This is an optimization exercise on Yosys and OpenROAD, whose aim is small area, not a production implementation. The RTL was checked by simulation tests, not by an equivalence proof against the original design. Power is estimated from default activity; no workload was simulated.

## flow/design.v (module list and top-level ports; edited modules follow where they fit)
// module URATE: 818 lines
module URATE (
    input clk,
    input rst,
    input signed [15:0] in,
    output signed [15:0] out
);
  // ...
==> flow/run.sh <==
#!/bin/bash
# synth_recipe.tcl (not shown) runs the flow's synth.tcl, then flattens the netlist and writes it again
# the make line also repeats each setting of config.mk as NAME=value (left out here)
make -C /OpenROAD-flow-scripts/flow DESIGN_CONFIG=/design/flow/config.mk WORK_HOME=/design/flow/orfs CLKGATE_MAP_FILE= SYNTH_SCRIPT=/design/flow/synth_recipe.tcl finish
==> flow/config.mk <==
export PLATFORM = sky130hd
export DESIGN_NAME = URATE
export DESIGN_NICKNAME = URATE
export VERILOG_FILES = /design/flow/design.v
export SDC_FILE = /design/flow/constraint.sdc
export NUM_CORES = 4
export LEC_CHECK = 0
export CAP_MARGIN = 20
export CORE_MARGIN = 2
export CORE_UTILIZATION = 40
export SLEW_MARGIN = 20
==> flow/constraint.sdc <==
create_clock -name core_clock -period 14.0 [get_ports {clk}]
set_input_delay 2.8000 -clock core_clock [delete_from_list [all_inputs] [get_ports {clk}]]
set_output_delay 2.8000 -clock core_clock [all_outputs]
set_load 0.01 [all_outputs]
==> impl_metrics.tcl, run 1 <==
set metrics [dict create \
    cts_made_buffers 17 \
    final_core_util 0.443 \
    wl_met1_mm 14.8 \
    clk_share 0.0391 \
    p_sw_frac 0.407 \
    port_buffers 33 \
    avgSynthCellArea_um2 13.1 \
    first_global_vias 8609 \
    fin_setup_tns_ps 0 \
    slew_violations 0 \
    wl_mm 29.2 \
    grt-busiest-layer "met1" \
    seq_cell_count 199 \
    path_class "in2reg" \
    grt_max_degree 74 \
    p_leak_nw 6.54 \
    whs_ps 493 \
    grt_util_met2 0.238 \
    synth_adder_area_share 0.340 \
    power_density_nw_per_um2 210 \
    fmax_mhz 76.3 \
    die_y_um 195 \
    synth_compound_area_frac 0.0956 \
    place_congestion 0.857 \
    multi_input_area_share 0.522 \
    crit_required_ps 14370 \
    crit_path_frequent_cell "fa_1" \
    max_flop_register "r0" \
    grt_pass1_wl_mm 49.5 \
    dieArea_um2 38000 \
    p_seq_frac 0.340 \
    dp_hpwl_mm 22.8 \
    first_iter_violations 650 \
    multiInputGateArea_um2 8260 \
    cp.depth 31 \
    io_pins 34 \
    sh_seq_area 0.335 \
    status "no timing/DRC/antenna violations" \
]
==> inputs of run 2 (changes only) <==
==> flow/design.v (replaced) <==
module URATE (
    input clk,
    input rst,
    input signed [15:0] in,
    output signed [15:0] out
);
reg [4:0] cnt;
reg [15:0] x0, x1, x2, x3;
reg [30:0] r0;
reg [28:0] r1;
reg [25:0] r2;
reg [22:0] r3;
reg [20:0] r4;
wire smp = (cnt == 5'd19);    
wire [15:0] s3 = smp ? in : x3;    
reg k0d0a;
reg k0d0b;
reg k0d0n;
reg k0d1a;
reg k0d1b;
reg k0d1n;
reg k1d0a;
reg k1d0b;
reg k1d0n;
reg k1d1a;
reg k1d1b;
reg k1d1n;
reg k2d0a;
reg k2d0b;
reg k2d0n;
reg k2d1a;
reg k2d1b;
reg k2d1n;
reg k3d0a;
reg k3d0b;
reg k3d0n;
reg k3d1a;
reg k3d1n;
reg kc0;
reg kc1;
reg kc2;
reg kc3;
always @* begin
	k0d0a = 1'b0;
	k0d0b = 1'b0;
	k0d0n = 1'b0;
	k0d1a = 1'b0;
	k0d1b = 1'b0;
	k0d1n = 1'b0;
	k1d0a = 1'b0;
	k1d0b = 1'b0;
	k1d0n = 1'b0;
	k1d1a = 1'b0;
	k1d1b = 1'b0;
	k1d1n = 1'b0;
	k2d0a = 1'b0;
	k2d0b = 1'b0;
	k2d0n = 1'b0;
	k2d1a = 1'b0;
	k2d1b = 1'b0;
	k2d1n = 1'b0;
	k3d0a = 1'b0;
	k3d0b = 1'b0;
	k3d0n = 1'b0;
	k3d1a = 1'b0;
	k3d1n = 1'b0;
	kc0 = 1'b0;
	kc1 = 1'b0;
	kc2 = 1'b0;
	kc3 = 1'b0;
	case (cnt)
	5'd0: begin
		k0d0a = 1'b1;
		k0d0n = 1'b1;
		k1d0b = 1'b1;
		k1d0n = 1'b1;
		k1d1a = 1'b1;
		k1d1n = 1'b1;
		k2d0a = 1'b1;
		k2d1a = 1'b1;
		k2d1n = 1'b1;
		k3d0b = 1'b1;
		k3d1a = 1'b1;
		kc1 = 1'b1;
		kc3 = 1'b1;
	end
	5'd1: begin
		k1d1a = 1'b1;
		k2d0b = 1'b1;
		k2d0n = 1'b1;
		k3d0a = 1'b1;
		k3d1a = 1'b1;
		k3d1n = 1'b1;
		kc0 = 1'b1;
		kc2 = 1'b1;
	end
	5'd2: begin
		k0d0a = 1'b1;
		k1d0a = 1'b1;
		k2d0a = 1'b1;
		k2d0n = 1'b1;
		k3d0a = 1'b1;
		k3d0n = 1'b1;
		kc1 = 1'b1;
	end
	5'd3: begin
		k0d0a = 1'b1;
		k0d0n = 1'b1;
		k0d1a = 1'b1;
		k1d0b = 1'b1;
		k2d1a = 1'b1;
		k2d1n = 1'b1;
		kc0 = 1'b1;
		kc2 = 1'b1;
	end
	5'd4: begin
		k0d0b = 1'b1;
		k0d0n = 1'b1;
		k0d1a = 1'b1;
		k0d1n = 1'b1;
		k1d0a = 1'b1;
		k1d0n = 1'b1;
		k1d1a = 1'b1;
		k2d0b = 1'b1;
		k2d1a = 1'b1;
		k3d0a = 1'b1;
		kc1 = 1'b1;
		kc2 = 1'b1;
	end
	5'd5: begin
		k0d0a = 1'b1;
		k0d0n = 1'b1;
		k0d1b = 1'b1;
		k1d0b = 1'b1;
		k1d1a = 1'b1;
		k2d1a = 1'b1;
		k2d1n = 1'b1;
		k3d0a = 1'b1;
		k3d0n = 1'b1;
		kc1 = 1'b1;
		kc2 = 1'b1;
	end
	5'd6: begin
		k0d0b = 1'b1;
		k0d0n = 1'b1;
		k1d0a = 1'b1;
		k2d0a = 1'b1;
		k2d0n = 1'b1;
		k2d1a = 1'b1;
		kc1 = 1'b1;
	end
	5'd7: begin
		k0d0a = 1'b1;
		k0d1a = 1'b1;
		k0d1n = 1'b1;
		k1d0a = 1'b1;
		k1d1b = 1'b1;
		k2d1a = 1'b1;
		kc2 = 1'b1;
	end
	5'd8: begin
		k0d0b = 1'b1;
		k0d1a = 1'b1;
		k1d0a = 1'b1;
		k1d1a = 1'b1;
		k1d1n = 1'b1;
		k2d0b = 1'b1;
		k2d0n = 1'b1;
		kc0 = 1'b1;
		kc2 = 1'b1;
	end
	5'd9: begin
		k0d1a = 1'b1;
		k0d1n = 1'b1;
		k1d0a = 1'b1;
		k1d1b = 1'b1;
		k2d0a = 1'b1;
		k2d0n = 1'b1;
		k2d1b = 1'b1;
		kc0 = 1'b1;
		kc2 = 1'b1;
	end
	5'd10: begin
		k1d0a = 1'b1;
		k2d0a = 1'b1;
		k2d1a = 1'b1;
		k2d1n = 1'b1;
		kc2 = 1'b1;
	end
	5'd11: begin
		k0d0a = 1'b1;
		k0d0n = 1'b1;
		k2d0b = 1'b1;
		k2d1a = 1'b1;
		kc0 = 1'b1;
	end
	5'd12: begin
		k0d0a = 1'b1;
		k2d0a = 1'b1;
		k2d0n = 1'b1;
		kc0 = 1'b1;
	end
	5'd13: begin
		k0d0b = 1'b1;
		k0d0n = 1'b1;
		k0d1a = 1'b1;
		k0d1n = 1'b1;
		k2d0a = 1'b1;
		kc0 = 1'b1;
		kc2 = 1'b1;
	end
	5'd14: begin
		k0d0a = 1'b1;
		k0d0n = 1'b1;
		k0d1a = 1'b1;
		k1d0a = 1'b1;
		k1d0n = 1'b1;
		kc1 = 1'b1;
	end
	5'd15: begin
		k0d0a = 1'b1;
		k0d1b = 1'b1;
		k0d1n = 1'b1;
		k1d0a = 1'b1;
		k1d0n = 1'b1;
		k1d1b = 1'b1;
		k1d1n = 1'b1;
		k2d1a = 1'b1;
		kc0 = 1'b1;
		kc3 = 1'b1;
	end
	5'd16: begin
		k0d0b = 1'b1;
		k1d0a = 1'b1;
		k1d0n = 1'b1;
		k1d1a = 1'b1;
		k2d0b = 1'b1;
		k2d0n = 1'b1;
		k2d1a = 1'b1;
		k2d1n = 1'b1;
		kc1 = 1'b1;
		kc2 = 1'b1;
	end
	5'd17: begin
		k0d1a = 1'b1;
		k0d1n = 1'b1;
		k1d0a = 1'b1;
		k1d0n = 1'b1;
		k1d1b = 1'b1;
		k1d1n = 1'b1;
		k2d0a = 1'b1;
		k2d0n = 1'b1;
		k2d1a = 1'b1;
		kc1 = 1'b1;
		kc3 = 1'b1;
	end
	5'd18: begin
		k0d0a = 1'b1;
		k0d1a = 1'b1;
		k0d1n = 1'b1;
		k1d0a = 1'b1;
		k1d0n = 1'b1;
		k2d0b = 1'b1;
		kc0 = 1'b1;
		kc2 = 1'b1;
	end
	5'd19: begin
		k0d1a = 1'b1;
		k1d0b = 1'b1;
		k1d0n = 1'b1;
		k1d1a = 1'b1;
		k1d1n = 1'b1;
		k2d0a = 1'b1;
		k2d1b = 1'b1;
		k2d1n = 1'b1;
		k3d0a = 1'b1;
		kc0 = 1'b1;
		kc3 = 1'b1;
	end
	default: ;
	endcase
end
wire k0d0_0 = ((k0d0a & x0[0])) ^ k0d0n;
wire k0d0_1 = ((k0d0a & x0[1]) | (k0d0b & x0[0])) ^ k0d0n;
wire k0d0_2 = ((k0d0a & x0[2]) | (k0d0b & x0[1])) ^ k0d0n;
wire k0d0_3 = ((k0d0a & x0[3]) | (k0d0b & x0[2])) ^ k0d0n;
wire k0d0_4 = ((k0d0a & x0[4]) | (k0d0b & x0[3])) ^ k0d0n;
wire k0d0_5 = ((k0d0a & x0[5]) | (k0d0b & x0[4])) ^ k0d0n;
wire k0d0_6 = ((k0d0a & x0[6]) | (k0d0b & x0[5])) ^ k0d0n;
wire k0d0_7 = ((k0d0a & x0[7]) | (k0d0b & x0[6])) ^ k0d0n;
wire k0d0_8 = ((k0d0a & x0[8]) | (k0d0b & x0[7])) ^ k0d0n;
wire k0d0_9 = ((k0d0a & x0[9]) | (k0d0b & x0[8])) ^ k0d0n;
wire k0d0_10 = ((k0d0a & x0[10]) | (k0d0b & x0[9])) ^ k0d0n;
wire k0d0_11 = ((k0d0a & x0[11]) | (k0d0b & x0[10])) ^ k0d0n;
wire k0d0_12 = ((k0d0a & x0[12]) | (k0d0b & x0[11])) ^ k0d0n;
wire k0d0_13 = ((k0d0a & x0[13]) | (k0d0b & x0[12])) ^ k0d0n;
wire k0d0_14 = ((k0d0a & x0[14]) | (k0d0b & x0[13])) ^ k0d0n;
wire k0d0_15 = ((k0d0a & x0[15]) | (k0d0b & x0[14])) ^ k0d0n;
wire k0d0_16 = ~(((k0d0a & x0[15]) | (k0d0b & x0[15])) ^ k0d0n);
wire k0d1_0 = ((k0d1a & x0[0])) ^ k0d1n;
wire k0d1_1 = ((k0d1a & x0[1]) | (k0d1b & x0[0])) ^ k0d1n;
wire k0d1_2 = ((k0d1a & x0[2]) | (k0d1b & x0[1])) ^ k0d1n;
wire k0d1_3 = ((k0d1a & x0[3]) | (k0d1b & x0[2])) ^ k0d1n;
wire k0d1_4 = ((k0d1a & x0[4]) | (k0d1b & x0[3])) ^ k0d1n;
wire k0d1_5 = ((k0d1a & x0[5]) | (k0d1b & x0[4])) ^ k0d1n;
wire k0d1_6 = ((k0d1a & x0[6]) | (k0d1b & x0[5])) ^ k0d1n;
wire k0d1_7 = ((k0d1a & x0[7]) | (k0d1b & x0[6])) ^ k0d1n;
wire k0d1_8 = ((k0d1a & x0[8]) | (k0d1b & x0[7])) ^ k0d1n;
wire k0d1_9 = ((k0d1a & x0[9]) | (k0d1b & x0[8])) ^ k0d1n;
wire k0d1_10 = ((k0d1a & x0[10]) | (k0d1b & x0[9])) ^ k0d1n;
wire k0d1_11 = ((k0d1a & x0[11]) | (k0d1b & x0[10])) ^ k0d1n;
wire k0d1_12 = ((k0d1a & x0[12]) | (k0d1b & x0[11])) ^ k0d1n;
wire k0d1_13 = ((k0d1a & x0[13]) | (k0d1b & x0[12])) ^ k0d1n;
wire k0d1_14 = ((k0d1a & x0[14]) | (k0d1b & x0[13])) ^ k0d1n;
wire k0d1_15 = ((k0d1a & x0[15]) | (k0d1b & x0[14])) ^ k0d1n;
wire k0d1_16 = ~(((k0d1a & x0[15]) | (k0d1b & x0[15])) ^ k0d1n);
wire k1d0_0 = ((k1d0a & x1[0])) ^ k1d0n;
wire k1d0_1 = ((k1d0a & x1[1]) | (k1d0b & x1[0])) ^ k1d0n;
wire k1d0_2 = ((k1d0a & x1[2]) | (k1d0b & x1[1])) ^ k1d0n;
wire k1d0_3 = ((k1d0a & x1[3]) | (k1d0b & x1[2])) ^ k1d0n;
wire k1d0_4 = ((k1d0a & x1[4]) | (k1d0b & x1[3])) ^ k1d0n;
wire k1d0_5 = ((k1d0a & x1[5]) | (k1d0b & x1[4])) ^ k1d0n;
wire k1d0_6 = ((k1d0a & x1[6]) | (k1d0b & x1[5])) ^ k1d0n;
wire k1d0_7 = ((k1d0a & x1[7]) | (k1d0b & x1[6])) ^ k1d0n;
wire k1d0_8 = ((k1d0a & x1[8]) | (k1d0b & x1[7])) ^ k1d0n;
wire k1d0_9 = ((k1d0a & x1[9]) | (k1d0b & x1[8])) ^ k1d0n;
wire k1d0_10 = ((k1d0a & x1[10]) | (k1d0b & x1[9])) ^ k1d0n;
wire k1d0_11 = ((k1d0a & x1[11]) | (k1d0b & x1[10])) ^ k1d0n;
wire k1d0_12 = ((k1d0a & x1[12]) | (k1d0b & x1[11])) ^ k1d0n;
wire k1d0_13 = ((k1d0a & x1[13]) | (k1d0b & x1[12])) ^ k1d0n;
wire k1d0_14 = ((k1d0a & x1[14]) | (k1d0b & x1[13])) ^ k1d0n;
wire k1d0_15 = ((k1d0a & x1[15]) | (k1d0b & x1[14])) ^ k1d0n;
wire k1d0_16 = ~(((k1d0a & x1[15]) | (k1d0b & x1[15])) ^ k1d0n);
wire k1d1_0 = ((k1d1a & x1[0])) ^ k1d1n;
wire k1d1_1 = ((k1d1a & x1[1]) | (k1d1b & x1[0])) ^ k1d1n;
wire k1d1_2 = ((k1d1a & x1[2]) | (k1d1b & x1[1])) ^ k1d1n;
wire k1d1_3 = ((k1d1a & x1[3]) | (k1d1b & x1[2])) ^ k1d1n;
wire k1d1_4 = ((k1d1a & x1[4]) | (k1d1b & x1[3])) ^ k1d1n;
wire k1d1_5 = ((k1d1a & x1[5]) | (k1d1b & x1[4])) ^ k1d1n;
wire k1d1_6 = ((k1d1a & x1[6]) | (k1d1b & x1[5])) ^ k1d1n;
wire k1d1_7 = ((k1d1a & x1[7]) | (k1d1b & x1[6])) ^ k1d1n;
wire k1d1_8 = ((k1d1a & x1[8]) | (k1d1b & x1[7])) ^ k1d1n;
wire k1d1_9 = ((k1d1a & x1[9]) | (k1d1b & x1[8])) ^ k1d1n;
wire k1d1_10 = ((k1d1a & x1[10]) | (k1d1b & x1[9])) ^ k1d1n;
wire k1d1_11 = ((k1d1a & x1[11]) | (k1d1b & x1[10])) ^ k1d1n;
wire k1d1_12 = ((k1d1a & x1[12]) | (k1d1b & x1[11])) ^ k1d1n;
wire k1d1_13 = ((k1d1a & x1[13]) | (k1d1b & x1[12])) ^ k1d1n;
wire k1d1_14 = ((k1d1a & x1[14]) | (k1d1b & x1[13])) ^ k1d1n;
wire k1d1_15 = ((k1d1a & x1[15]) | (k1d1b & x1[14])) ^ k1d1n;
wire k1d1_16 = ~(((k1d1a & x1[15]) | (k1d1b & x1[15])) ^ k1d1n);
wire k2d0_0 = ((k2d0a & x2[0])) ^ k2d0n;
wire k2d0_1 = ((k2d0a & x2[1]) | (k2d0b & x2[0])) ^ k2d0n;
wire k2d0_2 = ((k2d0a & x2[2]) | (k2d0b & x2[1])) ^ k2d0n;
wire k2d0_3 = ((k2d0a & x2[3]) | (k2d0b & x2[2])) ^ k2d0n;
wire k2d0_4 = ((k2d0a & x2[4]) | (k2d0b & x2[3])) ^ k2d0n;
wire k2d0_5 = ((k2d0a & x2[5]) | (k2d0b & x2[4])) ^ k2d0n;
wire k2d0_6 = ((k2d0a & x2[6]) | (k2d0b & x2[5])) ^ k2d0n;
wire k2d0_7 = ((k2d0a & x2[7]) | (k2d0b & x2[6])) ^ k2d0n;
wire k2d0_8 = ((k2d0a & x2[8]) | (k2d0b & x2[7])) ^ k2d0n;
wire k2d0_9 = ((k2d0a & x2[9]) | (k2d0b & x2[8])) ^ k2d0n;
wire k2d0_10 = ((k2d0a & x2[10]) | (k2d0b & x2[9])) ^ k2d0n;
wire k2d0_11 = ((k2d0a & x2[11]) | (k2d0b & x2[10])) ^ k2d0n;
wire k2d0_12 = ((k2d0a & x2[12]) | (k2d0b & x2[11])) ^ k2d0n;
wire k2d0_13 = ((k2d0a & x2[13]) | (k2d0b & x2[12])) ^ k2d0n;
wire k2d0_14 = ((k2d0a & x2[14]) | (k2d0b & x2[13])) ^ k2d0n;
wire k2d0_15 = ((k2d0a & x2[15]) | (k2d0b & x2[14])) ^ k2d0n;
wire k2d0_16 = ~(((k2d0a & x2[15]) | (k2d0b & x2[15])) ^ k2d0n);
wire k2d1_0 = ((k2d1a & x2[0])) ^ k2d1n;
wire k2d1_1 = ((k2d1a & x2[1]) | (k2d1b & x2[0])) ^ k2d1n;
wire k2d1_2 = ((k2d1a & x2[2]) | (k2d1b & x2[1])) ^ k2d1n;
wire k2d1_3 = ((k2d1a & x2[3]) | (k2d1b & x2[2])) ^ k2d1n;
wire k2d1_4 = ((k2d1a & x2[4]) | (k2d1b & x2[3])) ^ k2d1n;
wire k2d1_5 = ((k2d1a & x2[5]) | (k2d1b & x2[4])) ^ k2d1n;
wire k2d1_6 = ((k2d1a & x2[6]) | (k2d1b & x2[5])) ^ k2d1n;
wire k2d1_7 = ((k2d1a & x2[7]) | (k2d1b & x2[6])) ^ k2d1n;
wire k2d1_8 = ((k2d1a & x2[8]) | (k2d1b & x2[7])) ^ k2d1n;
wire k2d1_9 = ((k2d1a & x2[9]) | (k2d1b & x2[8])) ^ k2d1n;
wire k2d1_10 = ((k2d1a & x2[10]) | (k2d1b & x2[9])) ^ k2d1n;
wire k2d1_11 = ((k2d1a & x2[11]) | (k2d1b & x2[10])) ^ k2d1n;
wire k2d1_12 = ((k2d1a & x2[12]) | (k2d1b & x2[11])) ^ k2d1n;
wire k2d1_13 = ((k2d1a & x2[13]) | (k2d1b & x2[12])) ^ k2d1n;
wire k2d1_14 = ((k2d1a & x2[14]) | (k2d1b & x2[13])) ^ k2d1n;
wire k2d1_15 = ((k2d1a & x2[15]) | (k2d1b & x2[14])) ^ k2d1n;
wire k2d1_16 = ~(((k2d1a & x2[15]) | (k2d1b & x2[15])) ^ k2d1n);
wire k3d0_0 = ((k3d0a & s3[0])) ^ k3d0n;
wire k3d0_1 = ((k3d0a & s3[1]) | (k3d0b & s3[0])) ^ k3d0n;
wire k3d0_2 = ((k3d0a & s3[2]) | (k3d0b & s3[1])) ^ k3d0n;
wire k3d0_3 = ((k3d0a & s3[3]) | (k3d0b & s3[2])) ^ k3d0n;
wire k3d0_4 = ((k3d0a & s3[4]) | (k3d0b & s3[3])) ^ k3d0n;
wire k3d0_5 = ((k3d0a & s3[5]) | (k3d0b & s3[4])) ^ k3d0n;
wire k3d0_6 = ((k3d0a & s3[6]) | (k3d0b & s3[5])) ^ k3d0n;
wire k3d0_7 = ((k3d0a & s3[7]) | (k3d0b & s3[6])) ^ k3d0n;
wire k3d0_8 = ((k3d0a & s3[8]) | (k3d0b & s3[7])) ^ k3d0n;
wire k3d0_9 = ((k3d0a & s3[9]) | (k3d0b & s3[8])) ^ k3d0n;
wire k3d0_10 = ((k3d0a & s3[10]) | (k3d0b & s3[9])) ^ k3d0n;
wire k3d0_11 = ((k3d0a & s3[11]) | (k3d0b & s3[10])) ^ k3d0n;
wire k3d0_12 = ((k3d0a & s3[12]) | (k3d0b & s3[11])) ^ k3d0n;
wire k3d0_13 = ((k3d0a & s3[13]) | (k3d0b & s3[12])) ^ k3d0n;
wire k3d0_14 = ((k3d0a & s3[14]) | (k3d0b & s3[13])) ^ k3d0n;
wire k3d0_15 = ((k3d0a & s3[15]) | (k3d0b & s3[14])) ^ k3d0n;
wire k3d0_16 = ~(((k3d0a & s3[15]) | (k3d0b & s3[15])) ^ k3d0n);
wire k3d1_0 = ((k3d1a & s3[0])) ^ k3d1n;
wire k3d1_1 = ((k3d1a & s3[1])) ^ k3d1n;
wire k3d1_2 = ((k3d1a & s3[2])) ^ k3d1n;
wire k3d1_3 = ((k3d1a & s3[3])) ^ k3d1n;
wire k3d1_4 = ((k3d1a & s3[4])) ^ k3d1n;
wire k3d1_5 = ((k3d1a & s3[5])) ^ k3d1n;
wire k3d1_6 = ((k3d1a & s3[6])) ^ k3d1n;
wire k3d1_7 = ((k3d1a & s3[7])) ^ k3d1n;
wire k3d1_8 = ((k3d1a & s3[8])) ^ k3d1n;
wire k3d1_9 = ((k3d1a & s3[9])) ^ k3d1n;
wire k3d1_10 = ((k3d1a & s3[10])) ^ k3d1n;
wire k3d1_11 = ((k3d1a & s3[11])) ^ k3d1n;
wire k3d1_12 = ((k3d1a & s3[12])) ^ k3d1n;
wire k3d1_13 = ((k3d1a & s3[13])) ^ k3d1n;
wire k3d1_14 = ((k3d1a & s3[14])) ^ k3d1n;
wire k3d1_15 = ((k3d1a & s3[15])) ^ k3d1n;
wire k3d1_16 = ~(((k3d1a & s3[15])) ^ k3d1n);
wire fs_1, fc_2;
FA ufs_1 (.a(r4[0]), .b(k0d0_0), .c(k1d0_0), .s(fs_1), .co(fc_2));
wire fs_3, fc_4;
FA ufs_3 (.a(k2d0_0), .b(k3d0_0), .c(kc0), .s(fs_3), .co(fc_4));
wire fs_5, fc_6;
FA ufs_5 (.a(r4[1]), .b(k0d0_1), .c(k1d0_1), .s(fs_5), .co(fc_6));
wire fs_7, fc_8;
FA ufs_7 (.a(k2d0_1), .b(k3d0_1), .c(kc1), .s(fs_7), .co(fc_8));
wire fs_9, fc_10;
FA ufs_9 (.a(r4[2]), .b(k0d0_2), .c(k0d1_0), .s(fs_9), .co(fc_10));
wire fs_11, fc_12;
FA ufs_11 (.a(k1d0_2), .b(k1d1_0), .c(k2d0_2), .s(fs_11), .co(fc_12));
wire fs_13, fc_14;
FA ufs_13 (.a(k2d1_0), .b(k3d0_2), .c(k3d1_0), .s(fs_13), .co(fc_14));
wire fs_15, fc_16;
FA ufs_15 (.a(r4[3]), .b(k0d0_3), .c(k0d1_1), .s(fs_15), .co(fc_16));
wire fs_17, fc_18;
FA ufs_17 (.a(k1d0_3), .b(k1d1_1), .c(k2d0_3), .s(fs_17), .co(fc_18));
wire fs_19, fc_20;
FA ufs_19 (.a(k2d1_1), .b(k3d0_3), .c(k3d1_1), .s(fs_19), .co(fc_20));
wire fs_21, fc_22;
FA ufs_21 (.a(r4[4]), .b(k0d0_4), .c(k0d1_2), .s(fs_21), .co(fc_22));
wire fs_23, fc_24;
FA ufs_23 (.a(k1d0_4), .b(k1d1_2), .c(k2d0_4), .s(fs_23), .co(fc_24));
wire fs_25, fc_26;
FA ufs_25 (.a(k2d1_2), .b(k3d0_4), .c(k3d1_2), .s(fs_25), .co(fc_26));
wire fs_27, fc_28;
FA ufs_27 (.a(r4[5]), .b(k0d0_5), .c(k0d1_3), .s(fs_27), .co(fc_28));
wire fs_29, fc_30;
FA ufs_29 (.a(k1d0_5), .b(k1d1_3), .c(k2d0_5), .s(fs_29), .co(fc_30));
wire fs_31, fc_32;
FA ufs_31 (.a(k2d1_3), .b(k3d0_5), .c(k3d1_3), .s(fs_31), .co(fc_32));
wire fs_33, fc_34;
FA ufs_33 (.a(r4[6]), .b(k0d0_6), .c(k0d1_4), .s(fs_33), .co(fc_34));
wire fs_35, fc_36;
FA ufs_35 (.a(k1d0_6), .b(k1d1_4), .c(k2d0_6), .s(fs_35), .co(fc_36));
wire fs_37, fc_38;
FA ufs_37 (.a(k2d1_4), .b(k3d0_6), .c(k3d1_4), .s(fs_37), .co(fc_38));
wire fs_39, fc_40;
FA ufs_39 (.a(r4[7]), .b(k0d0_7), .c(k0d1_5), .s(fs_39), .co(fc_40));
wire fs_41, fc_42;
FA ufs_41 (.a(k1d0_7), .b(k1d1_5), .c(k2d0_7), .s(fs_41), .co(fc_42));
wire fs_43, fc_44;
FA ufs_43 (.a(k2d1_5), .b(k3d0_7), .c(k3d1_5), .s(fs_43), .co(fc_44));
wire fs_45, fc_46;
FA ufs_45 (.a(r4[8]), .b(k0d0_8), .c(k0d1_6), .s(fs_45), .co(fc_46));
wire fs_47, fc_48;
FA ufs_47 (.a(k1d0_8), .b(k1d1_6), .c(k2d0_8), .s(fs_47), .co(fc_48));
wire fs_49, fc_50;
FA ufs_49 (.a(k2d1_6), .b(k3d0_8), .c(k3d1_6), .s(fs_49), .co(fc_50));
wire fs_51, fc_52;
FA ufs_51 (.a(r4[9]), .b(k0d0_9), .c(k0d1_7), .s(fs_51), .co(fc_52));
wire fs_53, fc_54;
FA ufs_53 (.a(k1d0_9), .b(k1d1_7), .c(k2d0_9), .s(fs_53), .co(fc_54));
wire fs_55, fc_56;
FA ufs_55 (.a(k2d1_7), .b(k3d0_9), .c(k3d1_7), .s(fs_55), .co(fc_56));
wire fs_57, fc_58;
FA ufs_57 (.a(r4[10]), .b(k0d0_10), .c(k0d1_8), .s(fs_57), .co(fc_58));
wire fs_59, fc_60;
FA ufs_59 (.a(k1d0_10), .b(k1d1_8), .c(k2d0_10), .s(fs_59), .co(fc_60));
wire fs_61, fc_62;
FA ufs_61 (.a(k2d1_8), .b(k3d0_10), .c(k3d1_8), .s(fs_61), .co(fc_62));
wire fs_63, fc_64;
FA ufs_63 (.a(r4[11]), .b(k0d0_11), .c(k0d1_9), .s(fs_63), .co(fc_64));
wire fs_65, fc_66;
FA ufs_65 (.a(k1d0_11), .b(k1d1_9), .c(k2d0_11), .s(fs_65), .co(fc_66));
wire fs_67, fc_68;
FA ufs_67 (.a(k2d1_9), .b(k3d0_11), .c(k3d1_9), .s(fs_67), .co(fc_68));
wire fs_69, fc_70;
FA ufs_69 (.a(r4[12]), .b(k0d0_12), .c(k0d1_10), .s(fs_69), .co(fc_70));
wire fs_71, fc_72;
FA ufs_71 (.a(k1d0_12), .b(k1d1_10), .c(k2d0_12), .s(fs_71), .co(fc_72));
wire fs_73, fc_74;
FA ufs_73 (.a(k2d1_10), .b(k3d0_12), .c(k3d1_10), .s(fs_73), .co(fc_74));
wire fs_75, fc_76;
FA ufs_75 (.a(r4[13]), .b(k0d0_13), .c(k0d1_11), .s(fs_75), .co(fc_76));
wire fs_77, fc_78;
FA ufs_77 (.a(k1d0_13), .b(k1d1_11), .c(k2d0_13), .s(fs_77), .co(fc_78));
wire fs_79, fc_80;
FA ufs_79 (.a(k2d1_11), .b(k3d0_13), .c(k3d1_11), .s(fs_79), .co(fc_80));
wire fs_81, fc_82;
FA ufs_81 (.a(r4[14]), .b(k0d0_14), .c(k0d1_12), .s(fs_81), .co(fc_82));
wire fs_83, fc_84;
FA ufs_83 (.a(k1d0_14), .b(k1d1_12), .c(k2d0_14), .s(fs_83), .co(fc_84));
wire fs_85, fc_86;
FA ufs_85 (.a(k2d1_12), .b(k3d0_14), .c(k3d1_12), .s(fs_85), .co(fc_86));
wire fs_87, fc_88;
FA ufs_87 (.a(r4[15]), .b(k0d0_15), .c(k0d1_13), .s(fs_87), .co(fc_88));
wire fs_89, fc_90;
FA ufs_89 (.a(k1d0_15), .b(k1d1_13), .c(k2d0_15), .s(fs_89), .co(fc_90));
wire fs_91, fc_92;
FA ufs_91 (.a(k2d1_13), .b(k3d0_15), .c(k3d1_13), .s(fs_91), .co(fc_92));
wire fs_93, fc_94;
FA ufs_93 (.a(r4[16]), .b(k0d0_16), .c(k0d1_14), .s(fs_93), .co(fc_94));
wire fs_95, fc_96;
FA ufs_95 (.a(k1d0_16), .b(k1d1_14), .c(k2d0_16), .s(fs_95), .co(fc_96));
wire fs_97, fc_98;
FA ufs_97 (.a(k2d1_14), .b(k3d0_16), .c(k3d1_14), .s(fs_97), .co(fc_98));
wire fs_99, fc_100;
FA ufs_99 (.a(r4[17]), .b(k0d1_15), .c(k1d1_15), .s(fs_99), .co(fc_100));
wire fs_101, fc_102;
FA ufs_101 (.a(r4[18]), .b(k0d1_16), .c(k1d1_16), .s(fs_101), .co(fc_102));
wire fs_103, fc_104;
FA ufs_103 (.a(k2d1_16), .b(k3d1_16), .c(1'b1), .s(fs_103), .co(fc_104));
wire fs_105, fc_106;
FA ufs_105 (.a(fc_2), .b(fc_4), .c(fs_5), .s(fs_105), .co(fc_106));
wire fs_107, fc_108;
FA ufs_107 (.a(fc_6), .b(fc_8), .c(fs_9), .s(fs_107), .co(fc_108));
wire fs_109, fc_110;
FA ufs_109 (.a(fs_11), .b(fs_13), .c(kc2), .s(fs_109), .co(fc_110));
wire fs_111, fc_112;
FA ufs_111 (.a(fc_10), .b(fc_12), .c(fc_14), .s(fs_111), .co(fc_112));
wire fs_113, fc_114;
FA ufs_113 (.a(fs_15), .b(fs_17), .c(fs_19), .s(fs_113), .co(fc_114));
wire fs_115, fc_116;
FA ufs_115 (.a(fc_16), .b(fc_18), .c(fc_20), .s(fs_115), .co(fc_116));
wire fs_117, fc_118;
FA ufs_117 (.a(fs_21), .b(fs_23), .c(fs_25), .s(fs_117), .co(fc_118));
wire fs_119, fc_120;
FA ufs_119 (.a(fc_22), .b(fc_24), .c(fc_26), .s(fs_119), .co(fc_120));
wire fs_121, fc_122;
FA ufs_121 (.a(fs_27), .b(fs_29), .c(fs_31), .s(fs_121), .co(fc_122));
wire fs_123, fc_124;
FA ufs_123 (.a(fc_28), .b(fc_30), .c(fc_32), .s(fs_123), .co(fc_124));
wire fs_125, fc_126;
FA ufs_125 (.a(fs_33), .b(fs_35), .c(fs_37), .s(fs_125), .co(fc_126));
wire fs_127, fc_128;
FA ufs_127 (.a(fc_34), .b(fc_36), .c(fc_38), .s(fs_127), .co(fc_128));
wire fs_129, fc_130;
FA ufs_129 (.a(fs_39), .b(fs_41), .c(fs_43), .s(fs_129), .co(fc_130));
wire fs_131, fc_132;
FA ufs_131 (.a(fc_40), .b(fc_42), .c(fc_44), .s(fs_131), .co(fc_132));
wire fs_133, fc_134;
FA ufs_133 (.a(fs_45), .b(fs_47), .c(fs_49), .s(fs_133), .co(fc_134));
wire fs_135, fc_136;
FA ufs_135 (.a(fc_46), .b(fc_48), .c(fc_50), .s(fs_135), .co(fc_136));
wire fs_137, fc_138;
FA ufs_137 (.a(fs_51), .b(fs_53), .c(fs_55), .s(fs_137), .co(fc_138));
wire fs_139, fc_140;
FA ufs_139 (.a(fc_52), .b(fc_54), .c(fc_56), .s(fs_139), .co(fc_140));
wire fs_141, fc_142;
FA ufs_141 (.a(fs_57), .b(fs_59), .c(fs_61), .s(fs_141), .co(fc_142));
wire fs_143, fc_144;
FA ufs_143 (.a(fc_58), .b(fc_60), .c(fc_62), .s(fs_143), .co(fc_144));
wire fs_145, fc_146;
FA ufs_145 (.a(fs_63), .b(fs_65), .c(fs_67), .s(fs_145), .co(fc_146));
wire fs_147, fc_148;
FA ufs_147 (.a(fc_64), .b(fc_66), .c(fc_68), .s(fs_147), .co(fc_148));
wire fs_149, fc_150;
FA ufs_149 (.a(fs_69), .b(fs_71), .c(fs_73), .s(fs_149), .co(fc_150));
wire fs_151, fc_152;
FA ufs_151 (.a(fc_70), .b(fc_72), .c(fc_74), .s(fs_151), .co(fc_152));
wire fs_153, fc_154;
FA ufs_153 (.a(fs_75), .b(fs_77), .c(fs_79), .s(fs_153), .co(fc_154));
wire fs_155, fc_156;
FA ufs_155 (.a(fc_76), .b(fc_78), .c(fc_80), .s(fs_155), .co(fc_156));
wire fs_157, fc_158;
FA ufs_157 (.a(fs_81), .b(fs_83), .c(fs_85), .s(fs_157), .co(fc_158));
wire fs_159, fc_160;
FA ufs_159 (.a(fc_82), .b(fc_84), .c(fc_86), .s(fs_159), .co(fc_160));
wire fs_161, fc_162;
FA ufs_161 (.a(fs_87), .b(fs_89), .c(fs_91), .s(fs_161), .co(fc_162));
wire fs_163, fc_164;
FA ufs_163 (.a(fc_88), .b(fc_90), .c(fc_92), .s(fs_163), .co(fc_164));
wire fs_165, fc_166;
FA ufs_165 (.a(fs_93), .b(fs_95), .c(fs_97), .s(fs_165), .co(fc_166));
wire fs_167, fc_168;
FA ufs_167 (.a(fc_94), .b(fc_96), .c(fc_98), .s(fs_167), .co(fc_168));
wire fs_169, fc_170;
FA ufs_169 (.a(fs_99), .b(k2d1_15), .c(k3d1_15), .s(fs_169), .co(fc_170));
wire fs_171, fc_172;
FA ufs_171 (.a(fc_100), .b(fs_101), .c(fs_103), .s(fs_171), .co(fc_172));
wire fs_173, fc_174;
FA ufs_173 (.a(fc_102), .b(fc_104), .c(r4[19]), .s(fs_173), .co(fc_174));
wire fs_175, fc_176;
FA ufs_175 (.a(fc_106), .b(fs_107), .c(fs_109), .s(fs_175), .co(fc_176));
wire fs_177, fc_178;
FA ufs_177 (.a(fc_108), .b(fc_110), .c(fs_111), .s(fs_177), .co(fc_178));
wire fs_179, fc_180;
FA ufs_179 (.a(fc_112), .b(fc_114), .c(fs_115), .s(fs_179), .co(fc_180));
wire fs_181, fc_182;
FA ufs_181 (.a(fc_116), .b(fc_118), .c(fs_119), .s(fs_181), .co(fc_182));
wire fs_183, fc_184;
FA ufs_183 (.a(fc_120), .b(fc_122), .c(fs_123), .s(fs_183), .co(fc_184));
wire fs_185, fc_186;
FA ufs_185 (.a(fc_124), .b(fc_126), .c(fs_127), .s(fs_185), .co(fc_186));
wire fs_187, fc_188;
FA ufs_187 (.a(fc_128), .b(fc_130), .c(fs_131), .s(fs_187), .co(fc_188));
wire fs_189, fc_190;
FA ufs_189 (.a(fc_132), .b(fc_134), .c(fs_135), .s(fs_189), .co(fc_190));
wire fs_191, fc_192;
FA ufs_191 (.a(fc_136), .b(fc_138), .c(fs_139), .s(fs_191), .co(fc_192));
wire fs_193, fc_194;
FA ufs_193 (.a(fc_140), .b(fc_142), .c(fs_143), .s(fs_193), .co(fc_194));
wire fs_195, fc_196;
FA ufs_195 (.a(fc_144), .b(fc_146), .c(fs_147), .s(fs_195), .co(fc_196));
wire fs_197, fc_198;
FA ufs_197 (.a(fc_148), .b(fc_150), .c(fs_151), .s(fs_197), .co(fc_198));
wire fs_199, fc_200;
FA ufs_199 (.a(fc_152), .b(fc_154), .c(fs_155), .s(fs_199), .co(fc_200));
wire fs_201, fc_202;
FA ufs_201 (.a(fc_156), .b(fc_158), .c(fs_159), .s(fs_201), .co(fc_202));
wire fs_203, fc_204;
FA ufs_203 (.a(fc_160), .b(fc_162), .c(fs_163), .s(fs_203), .co(fc_204));
wire fs_205, fc_206;
FA ufs_205 (.a(fc_164), .b(fc_166), .c(fs_167), .s(fs_205), .co(fc_206));
wire fs_207, fc_208;
FA ufs_207 (.a(fc_168), .b(fc_170), .c(fs_171), .s(fs_207), .co(fc_208));
wire fs_209, fc_210;
FA ufs_209 (.a(fc_172), .b(fs_173), .c(1'b1), .s(fs_209), .co(fc_210));
wire fs_211, fc_212;
FA ufs_211 (.a(fc_176), .b(fs_177), .c(fs_113), .s(fs_211), .co(fc_212));
wire fs_213, fc_214;
FA ufs_213 (.a(fc_178), .b(fs_179), .c(fs_117), .s(fs_213), .co(fc_214));
wire fs_215, fc_216;
FA ufs_215 (.a(fc_180), .b(fs_181), .c(fs_121), .s(fs_215), .co(fc_216));
wire fs_217, fc_218;
FA ufs_217 (.a(fc_182), .b(fs_183), .c(fs_125), .s(fs_217), .co(fc_218));
wire fs_219, fc_220;
FA ufs_219 (.a(fc_184), .b(fs_185), .c(fs_129), .s(fs_219), .co(fc_220));
wire fs_221, fc_222;
FA ufs_221 (.a(fc_186), .b(fs_187), .c(fs_133), .s(fs_221), .co(fc_222));
wire fs_223, fc_224;
FA ufs_223 (.a(fc_188), .b(fs_189), .c(fs_137), .s(fs_223), .co(fc_224));
wire fs_225, fc_226;
FA ufs_225 (.a(fc_190), .b(fs_191), .c(fs_141), .s(fs_225), .co(fc_226));
wire fs_227, fc_228;
FA ufs_227 (.a(fc_192), .b(fs_193), .c(fs_145), .s(fs_227), .co(fc_228));
wire fs_229, fc_230;
FA ufs_229 (.a(fc_194), .b(fs_195), .c(fs_149), .s(fs_229), .co(fc_230));
wire fs_231, fc_232;
FA ufs_231 (.a(fc_196), .b(fs_197), .c(fs_153), .s(fs_231), .co(fc_232));
wire fs_233, fc_234;
FA ufs_233 (.a(fc_198), .b(fs_199), .c(fs_157), .s(fs_233), .co(fc_234));
wire fs_235, fc_236;
FA ufs_235 (.a(fc_200), .b(fs_201), .c(fs_161), .s(fs_235), .co(fc_236));
wire fs_237, fc_238;
FA ufs_237 (.a(fc_202), .b(fs_203), .c(fs_165), .s(fs_237), .co(fc_238));
wire fs_239, fc_240;
FA ufs_239 (.a(fc_204), .b(fs_205), .c(fs_169), .s(fs_239), .co(fc_240));
wire fs_241, fc_242;
FA ufs_241 (.a(fc_210), .b(fc_174), .c(r4[20]), .s(fs_241), .co(fc_242));
wire fs_243, fc_244;
FA ufs_243 (.a(fc_240), .b(fc_206), .c(fs_207), .s(fs_243), .co(fc_244));
wire fs_245, fc_246;
FA ufs_245 (.a(fc_244), .b(fc_208), .c(fs_209), .s(fs_245), .co(fc_246));
wire fs_247, fc_248;
HA ufs_247 (.a(fs_1), .b(fs_3), .s(fs_247), .co(fc_248));
wire fs_249, fc_250;
FA ufs_249 (.a(fs_105), .b(fs_7), .c(fc_248), .s(fs_249), .co(fc_250));
wire fs_251, fc_252;
HA ufs_251 (.a(fs_175), .b(fc_250), .s(fs_251), .co(fc_252));
wire fs_253, fc_254;
FA ufs_253 (.a(fs_211), .b(kc3), .c(fc_252), .s(fs_253), .co(fc_254));
wire fs_255, fc_256;
FA ufs_255 (.a(fc_212), .b(fs_213), .c(fc_254), .s(fs_255), .co(fc_256));
wire fs_257, fc_258;
FA ufs_257 (.a(fc_214), .b(fs_215), .c(fc_256), .s(fs_257), .co(fc_258));
wire fs_259, fc_260;
FA ufs_259 (.a(fc_216), .b(fs_217), .c(fc_258), .s(fs_259), .co(fc_260));
wire fs_261, fc_262;
FA ufs_261 (.a(fc_218), .b(fs_219), .c(fc_260), .s(fs_261), .co(fc_262));
wire fs_263, fc_264;
FA ufs_263 (.a(fc_220), .b(fs_221), .c(fc_262), .s(fs_263), .co(fc_264));
wire fs_265, fc_266;
FA ufs_265 (.a(fc_222), .b(fs_223), .c(fc_264), .s(fs_265), .co(fc_266));
wire fs_267, fc_268;
FA ufs_267 (.a(fc_224), .b(fs_225), .c(fc_266), .s(fs_267), .co(fc_268));
wire fs_269, fc_270;
FA ufs_269 (.a(fc_226), .b(fs_227), .c(fc_268), .s(fs_269), .co(fc_270));
wire fs_271, fc_272;
FA ufs_271 (.a(fc_228), .b(fs_229), .c(fc_270), .s(fs_271), .co(fc_272));
wire fs_273, fc_274;
FA ufs_273 (.a(fc_230), .b(fs_231), .c(fc_272), .s(fs_273), .co(fc_274));
wire fs_275, fc_276;
FA ufs_275 (.a(fc_232), .b(fs_233), .c(fc_274), .s(fs_275), .co(fc_276));
wire fs_277, fc_278;
FA ufs_277 (.a(fc_234), .b(fs_235), .c(fc_276), .s(fs_277), .co(fc_278));
wire fs_279, fc_280;
FA ufs_279 (.a(fc_236), .b(fs_237), .c(fc_278), .s(fs_279), .co(fc_280));
wire fs_281, fc_282;
FA ufs_281 (.a(fc_238), .b(fs_239), .c(fc_280), .s(fs_281), .co(fc_282));
wire fs_283, fc_284;
HA ufs_283 (.a(fs_243), .b(fc_282), .s(fs_283), .co(fc_284));
wire fs_285, fc_286;
HA ufs_285 (.a(fs_245), .b(fc_284), .s(fs_285), .co(fc_286));
wire [20:0] nx4 = {(fc_246 ^ fs_241 ^ fc_286), fs_285, fs_283, fs_281, fs_279, fs_277, fs_275, fs_273, fs_271, fs_269, fs_267, fs_265, fs_263, fs_261, fs_259, fs_257, fs_255, fs_253, fs_251, fs_249, fs_247};
wire fs_287, fc_288;
HA ufs_287 (.a(r0[0]), .b(r1[0]), .s(fs_287), .co(fc_288));
wire fs_289, fc_290;
FA ufs_289 (.a(r0[1]), .b(r1[1]), .c(fc_288), .s(fs_289), .co(fc_290));
wire fs_291, fc_292;
FA ufs_291 (.a(r0[2]), .b(r1[2]), .c(fc_290), .s(fs_291), .co(fc_292));
wire fs_293, fc_294;
FA ufs_293 (.a(r0[3]), .b(r1[3]), .c(fc_292), .s(fs_293), .co(fc_294));
wire fs_295, fc_296;
FA ufs_295 (.a(r0[4]), .b(r1[4]), .c(fc_294), .s(fs_295), .co(fc_296));
wire fs_297, fc_298;
FA ufs_297 (.a(r0[5]), .b(r1[5]), .c(fc_296), .s(fs_297), .co(fc_298));
wire fs_299, fc_300;
FA ufs_299 (.a(r0[6]), .b(r1[6]), .c(fc_298), .s(fs_299), .co(fc_300));
wire fs_301, fc_302;
FA ufs_301 (.a(r0[7]), .b(r1[7]), .c(fc_300), .s(fs_301), .co(fc_302));
wire fs_303, fc_304;
FA ufs_303 (.a(r0[8]), .b(r1[8]), .c(fc_302), .s(fs_303), .co(fc_304));
wire fs_305, fc_306;
FA ufs_305 (.a(r0[9]), .b(r1[9]), .c(fc_304), .s(fs_305), .co(fc_306));
wire fs_307, fc_308;
FA ufs_307 (.a(r0[10]), .b(r1[10]), .c(fc_306), .s(fs_307), .co(fc_308));
wire fs_309, fc_310;
FA ufs_309 (.a(r0[11]), .b(r1[11]), .c(fc_308), .s(fs_309), .co(fc_310));
wire fs_311, fc_312;
FA ufs_311 (.a(r0[12]), .b(r1[12]), .c(fc_310), .s(fs_311), .co(fc_312));
wire fs_313, fc_314;
FA ufs_313 (.a(r0[13]), .b(r1[13]), .c(fc_312), .s(fs_313), .co(fc_314));
wire fs_315, fc_316;
FA ufs_315 (.a(r0[14]), .b(r1[14]), .c(fc_314), .s(fs_315), .co(fc_316));
wire fs_317, fc_318;
FA ufs_317 (.a(r0[15]), .b(r1[15]), .c(fc_316), .s(fs_317), .co(fc_318));
wire fs_319, fc_320;
FA ufs_319 (.a(r0[16]), .b(r1[16]), .c(fc_318), .s(fs_319), .co(fc_320));
wire fs_321, fc_322;
FA ufs_321 (.a(r0[17]), .b(r1[17]), .c(fc_320), .s(fs_321), .co(fc_322));
wire fs_323, fc_324;
FA ufs_323 (.a(r0[18]), .b(r1[18]), .c(fc_322), .s(fs_323), .co(fc_324));
wire fs_325, fc_326;
FA ufs_325 (.a(r0[19]), .b(r1[19]), .c(fc_324), .s(fs_325), .co(fc_326));
wire fs_327, fc_328;
FA ufs_327 (.a(r0[20]), .b(r1[20]), .c(fc_326), .s(fs_327), .co(fc_328));
wire fs_329, fc_330;
FA ufs_329 (.a(r0[21]), .b(r1[21]), .c(fc_328), .s(fs_329), .co(fc_330));
wire fs_331, fc_332;
FA ufs_331 (.a(r0[22]), .b(r1[22]), .c(fc_330), .s(fs_331), .co(fc_332));
wire fs_333, fc_334;
FA ufs_333 (.a(r0[23]), .b(r1[23]), .c(fc_332), .s(fs_333), .co(fc_334));
wire fs_335, fc_336;
FA ufs_335 (.a(r0[24]), .b(r1[24]), .c(fc_334), .s(fs_335), .co(fc_336));
wire fs_337, fc_338;
FA ufs_337 (.a(r0[25]), .b(r1[25]), .c(fc_336), .s(fs_337), .co(fc_338));
wire fs_339, fc_340;
FA ufs_339 (.a(r0[26]), .b(r1[26]), .c(fc_338), .s(fs_339), .co(fc_340));
wire fs_341, fc_342;
FA ufs_341 (.a(r0[27]), .b(r1[27]), .c(fc_340), .s(fs_341), .co(fc_342));
wire fs_343, fc_344;
FA ufs_343 (.a(r0[28]), .b(r1[28]), .c(fc_342), .s(fs_343), .co(fc_344));
wire fs_345, fc_346;
FA ufs_345 (.a(r0[29]), .b(r1[28]), .c(fc_344), .s(fs_345), .co(fc_346));
wire [30:0] nx0 = {(r0[30] ^ r1[28] ^ fc_346), fs_345, fs_343, fs_341, fs_339, fs_337, fs_335, fs_333, fs_331, fs_329, fs_327, fs_325, fs_323, fs_321, fs_319, fs_317, fs_315, fs_313, fs_311, fs_309, fs_307, fs_305, fs_303, fs_301, fs_299, fs_297, fs_295, fs_293, fs_291, fs_289, fs_287};
wire fs_347, fc_348;
HA ufs_347 (.a(r1[0]), .b(r2[0]), .s(fs_347), .co(fc_348));
wire fs_349, fc_350;
FA ufs_349 (.a(r1[1]), .b(r2[1]), .c(fc_348), .s(fs_349), .co(fc_350));
wire fs_351, fc_352;
FA ufs_351 (.a(r1[2]), .b(r2[2]), .c(fc_350), .s(fs_351), .co(fc_352));
wire fs_353, fc_354;
FA ufs_353 (.a(r1[3]), .b(r2[3]), .c(fc_352), .s(fs_353), .co(fc_354));
wire fs_355, fc_356;
FA ufs_355 (.a(r1[4]), .b(r2[4]), .c(fc_354), .s(fs_355), .co(fc_356));
wire fs_357, fc_358;
FA ufs_357 (.a(r1[5]), .b(r2[5]), .c(fc_356), .s(fs_357), .co(fc_358));
wire fs_359, fc_360;
FA ufs_359 (.a(r1[6]), .b(r2[6]), .c(fc_358), .s(fs_359), .co(fc_360));
wire fs_361, fc_362;
FA ufs_361 (.a(r1[7]), .b(r2[7]), .c(fc_360), .s(fs_361), .co(fc_362));
wire fs_363, fc_364;
FA ufs_363 (.a(r1[8]), .b(r2[8]), .c(fc_362), .s(fs_363), .co(fc_364));
wire fs_365, fc_366;
FA ufs_365 (.a(r1[9]), .b(r2[9]), .c(fc_364), .s(fs_365), .co(fc_366));
wire fs_367, fc_368;
FA ufs_367 (.a(r1[10]), .b(r2[10]), .c(fc_366), .s(fs_367), .co(fc_368));
wire fs_369, fc_370;
FA ufs_369 (.a(r1[11]), .b(r2[11]), .c(fc_368), .s(fs_369), .co(fc_370));
wire fs_371, fc_372;
FA ufs_371 (.a(r1[12]), .b(r2[12]), .c(fc_370), .s(fs_371), .co(fc_372));
wire fs_373, fc_374;
FA ufs_373 (.a(r1[13]), .b(r2[13]), .c(fc_372), .s(fs_373), .co(fc_374));
wire fs_375, fc_376;
FA ufs_375 (.a(r1[14]), .b(r2[14]), .c(fc_374), .s(fs_375), .co(fc_376));
wire fs_377, fc_378;
FA ufs_377 (.a(r1[15]), .b(r2[15]), .c(fc_376), .s(fs_377), .co(fc_378));
wire fs_379, fc_380;
FA ufs_379 (.a(r1[16]), .b(r2[16]), .c(fc_378), .s(fs_379), .co(fc_380));
wire fs_381, fc_382;
FA ufs_381 (.a(r1[17]), .b(r2[17]), .c(fc_380), .s(fs_381), .co(fc_382));
wire fs_383, fc_384;
FA ufs_383 (.a(r1[18]), .b(r2[18]), .c(fc_382), .s(fs_383), .co(fc_384));
wire fs_385, fc_386;
FA ufs_385 (.a(r1[19]), .b(r2[19]), .c(fc_384), .s(fs_385), .co(fc_386));
wire fs_387, fc_388;
FA ufs_387 (.a(r1[20]), .b(r2[20]), .c(fc_386), .s(fs_387), .co(fc_388));
wire fs_389, fc_390;
FA ufs_389 (.a(r1[21]), .b(r2[21]), .c(fc_388), .s(fs_389), .co(fc_390));
wire fs_391, fc_392;
FA ufs_391 (.a(r1[22]), .b(r2[22]), .c(fc_390), .s(fs_391), .co(fc_392));
wire fs_393, fc_394;
FA ufs_393 (.a(r1[23]), .b(r2[23]), .c(fc_392), .s(fs_393), .co(fc_394));
wire fs_395, fc_396;
FA ufs_395 (.a(r1[24]), .b(r2[24]), .c(fc_394), .s(fs_395), .co(fc_396));
wire fs_397, fc_398;
FA ufs_397 (.a(r1[25]), .b(r2[25]), .c(fc_396), .s(fs_397), .co(fc_398));
wire fs_399, fc_400;
FA ufs_399 (.a(r1[26]), .b(r2[25]), .c(fc_398), .s(fs_399), .co(fc_400));
wire fs_401, fc_402;
FA ufs_401 (.a(r1[27]), .b(r2[25]), .c(fc_400), .s(fs_401), .co(fc_402));
wire [28:0] nx1 = {(r1[28] ^ r2[25] ^ fc_402), fs_401, fs_399, fs_397, fs_395, fs_393, fs_391, fs_389, fs_387, fs_385, fs_383, fs_381, fs_379, fs_377, fs_375, fs_373, fs_371, fs_369, fs_367, fs_365, fs_363, fs_361, fs_359, fs_357, fs_355, fs_353, fs_351, fs_349, fs_347};
wire fs_403, fc_404;
HA ufs_403 (.a(r2[0]), .b(r3[0]), .s(fs_403), .co(fc_404));
wire fs_405, fc_406;
FA ufs_405 (.a(r2[1]), .b(r3[1]), .c(fc_404), .s(fs_405), .co(fc_406));
wire fs_407, fc_408;
FA ufs_407 (.a(r2[2]), .b(r3[2]), .c(fc_406), .s(fs_407), .co(fc_408));
wire fs_409, fc_410;
FA ufs_409 (.a(r2[3]), .b(r3[3]), .c(fc_408), .s(fs_409), .co(fc_410));
wire fs_411, fc_412;
FA ufs_411 (.a(r2[4]), .b(r3[4]), .c(fc_410), .s(fs_411), .co(fc_412));
wire fs_413, fc_414;
FA ufs_413 (.a(r2[5]), .b(r3[5]), .c(fc_412), .s(fs_413), .co(fc_414));
wire fs_415, fc_416;
FA ufs_415 (.a(r2[6]), .b(r3[6]), .c(fc_414), .s(fs_415), .co(fc_416));
wire fs_417, fc_418;
FA ufs_417 (.a(r2[7]), .b(r3[7]), .c(fc_416), .s(fs_417), .co(fc_418));
wire fs_419, fc_420;
FA ufs_419 (.a(r2[8]), .b(r3[8]), .c(fc_418), .s(fs_419), .co(fc_420));
wire fs_421, fc_422;
FA ufs_421 (.a(r2[9]), .b(r3[9]), .c(fc_420), .s(fs_421), .co(fc_422));
wire fs_423, fc_424;
FA ufs_423 (.a(r2[10]), .b(r3[10]), .c(fc_422), .s(fs_423), .co(fc_424));
wire fs_425, fc_426;
FA ufs_425 (.a(r2[11]), .b(r3[11]), .c(fc_424), .s(fs_425), .co(fc_426));
wire fs_427, fc_428;
FA ufs_427 (.a(r2[12]), .b(r3[12]), .c(fc_426), .s(fs_427), .co(fc_428));
wire fs_429, fc_430;
FA ufs_429 (.a(r2[13]), .b(r3[13]), .c(fc_428), .s(fs_429), .co(fc_430));
wire fs_431, fc_432;
FA ufs_431 (.a(r2[14]), .b(r3[14]), .c(fc_430), .s(fs_431), .co(fc_432));
wire fs_433, fc_434;
FA ufs_433 (.a(r2[15]), .b(r3[15]), .c(fc_432), .s(fs_433), .co(fc_434));
wire fs_435, fc_436;
FA ufs_435 (.a(r2[16]), .b(r3[16]), .c(fc_434), .s(fs_435), .co(fc_436));
wire fs_437, fc_438;
FA ufs_437 (.a(r2[17]), .b(r3[17]), .c(fc_436), .s(fs_437), .co(fc_438));
wire fs_439, fc_440;
FA ufs_439 (.a(r2[18]), .b(r3[18]), .c(fc_438), .s(fs_439), .co(fc_440));
wire fs_441, fc_442;
FA ufs_441 (.a(r2[19]), .b(r3[19]), .c(fc_440), .s(fs_441), .co(fc_442));
wire fs_443, fc_444;
FA ufs_443 (.a(r2[20]), .b(r3[20]), .c(fc_442), .s(fs_443), .co(fc_444));
wire fs_445, fc_446;
FA ufs_445 (.a(r2[21]), .b(r3[21]), .c(fc_444), .s(fs_445), .co(fc_446));
wire fs_447, fc_448;
FA ufs_447 (.a(r2[22]), .b(r3[22]), .c(fc_446), .s(fs_447), .co(fc_448));
wire fs_449, fc_450;
FA ufs_449 (.a(r2[23]), .b(r3[22]), .c(fc_448), .s(fs_449), .co(fc_450));
wire fs_451, fc_452;
FA ufs_451 (.a(r2[24]), .b(r3[22]), .c(fc_450), .s(fs_451), .co(fc_452));
wire [25:0] nx2 = {(r2[25] ^ r3[22] ^ fc_452), fs_451, fs_449, fs_447, fs_445, fs_443, fs_441, fs_439, fs_437, fs_435, fs_433, fs_431, fs_429, fs_427, fs_425, fs_423, fs_421, fs_419, fs_417, fs_415, fs_413, fs_411, fs_409, fs_407, fs_405, fs_403};
wire fs_453, fc_454;
HA ufs_453 (.a(r3[0]), .b(r4[0]), .s(fs_453), .co(fc_454));
wire fs_455, fc_456;
FA ufs_455 (.a(r3[1]), .b(r4[1]), .c(fc_454), .s(fs_455), .co(fc_456));
wire fs_457, fc_458;
FA ufs_457 (.a(r3[2]), .b(r4[2]), .c(fc_456), .s(fs_457), .co(fc_458));
wire fs_459, fc_460;
FA ufs_459 (.a(r3[3]), .b(r4[3]), .c(fc_458), .s(fs_459), .co(fc_460));
wire fs_461, fc_462;
FA ufs_461 (.a(r3[4]), .b(r4[4]), .c(fc_460), .s(fs_461), .co(fc_462));
wire fs_463, fc_464;
FA ufs_463 (.a(r3[5]), .b(r4[5]), .c(fc_462), .s(fs_463), .co(fc_464));
wire fs_465, fc_466;
FA ufs_465 (.a(r3[6]), .b(r4[6]), .c(fc_464), .s(fs_465), .co(fc_466));
wire fs_467, fc_468;
FA ufs_467 (.a(r3[7]), .b(r4[7]), .c(fc_466), .s(fs_467), .co(fc_468));
wire fs_469, fc_470;
FA ufs_469 (.a(r3[8]), .b(r4[8]), .c(fc_468), .s(fs_469), .co(fc_470));
wire fs_471, fc_472;
FA ufs_471 (.a(r3[9]), .b(r4[9]), .c(fc_470), .s(fs_471), .co(fc_472));
wire fs_473, fc_474;
FA ufs_473 (.a(r3[10]), .b(r4[10]), .c(fc_472), .s(fs_473), .co(fc_474));
wire fs_475, fc_476;
FA ufs_475 (.a(r3[11]), .b(r4[11]), .c(fc_474), .s(fs_475), .co(fc_476));
wire fs_477, fc_478;
FA ufs_477 (.a(r3[12]), .b(r4[12]), .c(fc_476), .s(fs_477), .co(fc_478));
wire fs_479, fc_480;
FA ufs_479 (.a(r3[13]), .b(r4[13]), .c(fc_478), .s(fs_479), .co(fc_480));
wire fs_481, fc_482;
FA ufs_481 (.a(r3[14]), .b(r4[14]), .c(fc_480), .s(fs_481), .co(fc_482));
wire fs_483, fc_484;
FA ufs_483 (.a(r3[15]), .b(r4[15]), .c(fc_482), .s(fs_483), .co(fc_484));
wire fs_485, fc_486;
FA ufs_485 (.a(r3[16]), .b(r4[16]), .c(fc_484), .s(fs_485), .co(fc_486));
wire fs_487, fc_488;
FA ufs_487 (.a(r3[17]), .b(r4[17]), .c(fc_486), .s(fs_487), .co(fc_488));
wire fs_489, fc_490;
FA ufs_489 (.a(r3[18]), .b(r4[18]), .c(fc_488), .s(fs_489), .co(fc_490));
wire fs_491, fc_492;
FA ufs_491 (.a(r3[19]), .b(r4[19]), .c(fc_490), .s(fs_491), .co(fc_492));
wire fs_493, fc_494;
FA ufs_493 (.a(r3[20]), .b(r4[20]), .c(fc_492), .s(fs_493), .co(fc_494));
wire fs_495, fc_496;
FA ufs_495 (.a(r3[21]), .b(r4[20]), .c(fc_494), .s(fs_495), .co(fc_496));
wire [22:0] nx3 = {(r3[22] ^ r4[20] ^ fc_496), fs_495, fs_493, fs_491, fs_489, fs_487, fs_485, fs_483, fs_481, fs_479, fs_477, fs_475, fs_473, fs_471, fs_469, fs_467, fs_465, fs_463, fs_461, fs_459, fs_457, fs_455, fs_453};
always @(posedge clk or posedge rst) begin
	if (rst) begin
		cnt <= 5'd0;
		r0 <= 31'd0;
		r1 <= 29'd0;
		r2 <= 26'd0;
		r3 <= 23'd0;
		r4 <= 21'd0;
	end else begin
		cnt <= smp ? 5'd0 : cnt + 5'd1;
		r0 <= nx0;
		r1 <= nx1;
		r2 <= nx2;
		r3 <= nx3;
		r4 <= nx4;
	end
end
always @(posedge clk) begin
	if (smp | rst) begin
		x0 <= rst ? 16'd0 : in; x1 <= x0; x2 <= x1; x3 <= x2;
	end
end
assign out = r0[30:15];
endmodule
module FA (input a, input b, input c, output s, output co);
assign s = a ^ b ^ c;
assign co = (a & b) | (a & c) | (b & c);
endmodule
module HA (input a, input b, output s, output co);
assign s = a ^ b;
assign co = a & b;
endmodule
--- a/flow/config.mk
+++ b/flow/config.mk
@@ -4,8 +4,10 @@
 export VERILOG_FILES = /design/flow/design.v
 export SDC_FILE = /design/flow/constraint.sdc
 export NUM_CORES = 4
 export LEC_CHECK = 0
 export CAP_MARGIN = 20
 export CORE_MARGIN = 2
 export CORE_UTILIZATION = 40
 export SLEW_MARGIN = 20
+export SYNTH_HIERARCHICAL = 1
+export SYNTH_MINIMUM_KEEP_SIZE = 0
==> impl_metrics.tcl, run 2 <==
set metrics [dict create \
    worstHoldStart "r0[0]" \
    holdPathStages 1 \
    hold_buffers 0 \
    peakVddDrop_uv 111 \
    status "no timing/DRC/antenna violations" \
    grt_pass1_wl_mm 50.3 \
    final_core_util 0.438 \
    fin_skew_ps 13.6 \
    slew_headroom 0.316 \
    seq_area_frac_synth 0.371 \
    io_pins 34 \
    crit_path_frequent_cell "fa_1" \
    drc 0 \
    yosys_warnings 7 \
    place_congestion 0.875 \
    synth.distinct_cells 65 \
    r2r-start "r1[0]" \
    crit_required_ps 14330 \
    grt-busiest-layer "met2" \
    first_global_vias 8427 \
    fill_cells 3102 \
    worst_ep_arrival_time_ps 12650 \
    period_share 0.880 \
    synth.largest_area_cell "fa_1" \
    rrSetupSlack_ps 1680 \
    top_regs "r0 (31), r1 (29), r2 (26)" \
    cts-root-buf "clkbuf_16" \
    postCtsResizedCells 0 \
    pre_cts_ws_ps 1410 \
    grt_util_met2 0.272 \
    finalNonFillerCells 1456 \
    maxCapViolCount 0 \
    port_buffers 33 \
    synthTopCellsByArea "fa_1, dfrtp_1, edfxtp_1" \
    yosysMostFrequentCell "fa_1" \
    cts_max_level 4 \
    postSynth.asyncResetShare 0.678 \
    p_leak_nw 5.97 \
    whs_ps 483 \
    slew_violations 0 \
    numPlacedInstances 1424 \
    crit_slowest_cell "fa_1" \
    antenna_found_initial 0 \
    routedWlPerCell_um 21.4 \
    start_util 0.404 \
    synthCells 975 \
    wl_mm 31.1 \
    start_kind "flip-flop" \
    ff2ff_path_depth 32 \
    fin_setup_tns_ps 0 \
    dp_hpwl_mm 22.5 \
    hold_path_end "r0[0]" \
    clock_latency_ps 460 \
    use_met1 0.268 \
    vias 7821 \
    via_per_inst 5.37 \
    cts_setup_buffers 0 \
    max_flop_register "r0" \
    gr-total-overflow 0 \
    die_y_um 193 \
    fmax_mhz 81.2 \
    chipWidth_um 193 \
    nNetsFinal 1259 \
    area.growth.synth_to_final_pct 8.43 \
    final_cell_mix "fa_1, dfrtp_1, xor2_1" \
    cts_tree "built" \
    path_class "reg2reg" \
    clock-sinks 199 \
    insertedDiodeCount 0 \
    synth_edf_count 64 \
    row_count 69 \
    final-hold-violation-count 0 \
    cts.path.max_buffers 2 \
    grt_max_degree 83 \
    dieArea_um2 37200 \
    ant_nets 0 \
    cts.clk_slew.worst_paths_ps 70 \
    power_density_nw_per_um2 205 \
    synth_common_cells "fa_1, dfrtp_1, xor2_1" \
    worst_pin_slew_ps 1030 \
    grt_use_met3 0.0375 \
    first_iter_violations 647 \
    setup_viol 0 \
    synth-seq-cells 199 \
    drive_gt1_frac 0.0965 \
    crit_path_max_fanout 2 \
    grt_use_total 0.183 \
    dr.pass1.iters 5 \
    rsz0062_at_grt "no" \
    avgSynthCellArea_um2 14.6 \
    worstSetupEndpointType "flip-flop" \
    syn_area_um2 14300 \
    largest_register_ffs 31 \
    min_period_ps 12320 \
    cp_slowest_stage_delay_ps 420 \
    layout_commonest_cell "fa_1" \
    r2r-end "r0[30]" \
    worst_hold_path_type "reg2reg" \
    coreArea_um2 35300 \
    synth_top_area_frac 0.337 \
    yosys_most_used_dff "dfrtp_1" \
    fin_ws_ps 1680 \
    cts_made_buffers 17 \
]
[run 2: cell types whose count changed after synthesis, sizes merged, moves of 7 or more]
cell,change
inv,-153
xnor2,-90
xor2,+90
or3,+15
and3,-12
buf,+9
a21oi,+7
[run 2: layer usage]
layer	routed length, um	vias to the layer above	part of all wire
li1	-	3364	-
met3	1810	46	0.058
met1	14000	4148	0.45
met4	855	0	0.027
met2	14500	263	0.46
met5	0	-	0
[run 2: how the worst max path moves through the flow]
stage / from / to / slack, ps / cells after the start
4_1_cts: r1[0] / r0[30] / 1530 / 32
3_3_place_gp: in[0] / r4[20] / 1440 / 27
6_report: r1[0] / r0[30] / 1680 / 32
2_1_floorplan: r1[0] / r0[30] / 2070 / 32
5_1_grt: r1[0] / r0[30] / 1260 / 32
3_5_place_dp: in[0] / r4[20] / 1410 / 27
[run 2: per-module statistics from Yosys, one instance, submodules excluded]
module | flip-flops and latches | copies in the design | area, um^2 | cells inside
HA | 0 | 8 | 12.5 | 1
URATE | 199 | 1 | 9370 | 727
FA | 0 | 240 | 20.0 | 1
[run 2: area by class of cell]
class                      count  area (um^2)  share of cell area
timing repair buffer          55          499              0.0323
clock inverter                13          135             0.00873
multi-input combinational    703         8500               0.549
inverter                       6         30.0             0.00194
sequential                   199         5300               0.343
clock buffer                  19          433              0.0280
tap                          461          577              0.0373
[run 2: cells by family after synthesis]
kind of cell | share of synthesized area
adder cells (fa/ha/maj) | 0.353
XOR/XNOR | 0.0828
buffers and inverters | 0.0369
AND/OR/NAND/NOR | 0.0374
multiplexers | 0.0144
other | 0.000263
flip-flops | 0.371
AO/OA/AOI/OAI | 0.104
[run 2: worst max-delay path, delay by kind of cell (launching register included)]
kind,cells,cell delay [ps]
DFF,1,390
adders and majority gates,30,11570
xor gates and xnor gates,2,260
[run 2: metrics by stage]
| stage | power, mW | cell area [um^2] |
|---|---|---|
| 5_1_grt | 3.60 | 15500 |
| 6_report | 3.18 | 15500 |
| 2_1_floorplan | 2.32 | 14300 |
| 3_5_place_dp | 2.77 | 14900 |
| 3_3_place_gp | 2.67 | 14900 |
| 4_1_cts | 3.28 | 15500 |
[run 2: power by group]
part           internal [mW]  switching (mW)
logic                  0.800           0.752
clock network          0.237           0.244
registers              0.900           0.246
total                   1.94            1.24

separate check: timing with driven ports:
No port has a modelled driver above. Below, the same layouts with a new extraction and two added sets of constraints. Step 1 (the two cells are an assumption about what drives the block):
set clk [get_ports {clk}]
set_driving_cell -lib_cell sky130_fd_sc_hd__clkbuf_16 $clk
set_driving_cell -lib_cell sky130_fd_sc_hd__buf_2 [delete_from_list [all_inputs] $clk]
Step 2 moves the port delays by t, midway between the first and last clock arrival at a register: inputs arrive t later, outputs are due t later. That takes back most of the time a late clock gives input paths. Slacks: ideal / step 1 / step 2; pairs: ideal / step 1.
run	shift t [ns]	setup WS [ns]	worst hold slack (ns)	worst setup path after step 2	latest minus earliest clock arrival (ns)
run 1	0.495	0.896 / 0.917 / 0.421	0.493 / 0.493 / 0.493	input to register	0.019 / 0.019
run 2	0.499	1.682 / 1.682 / 1.431	0.483 / 0.483 / 0.483	input to register	0.014 / 0.014
After both steps setup and hold are still met in every run listed. For run 1, which loses most, drivers alone change the setup slack by +0.021 ns; drivers and shift together by -0.475 ns.
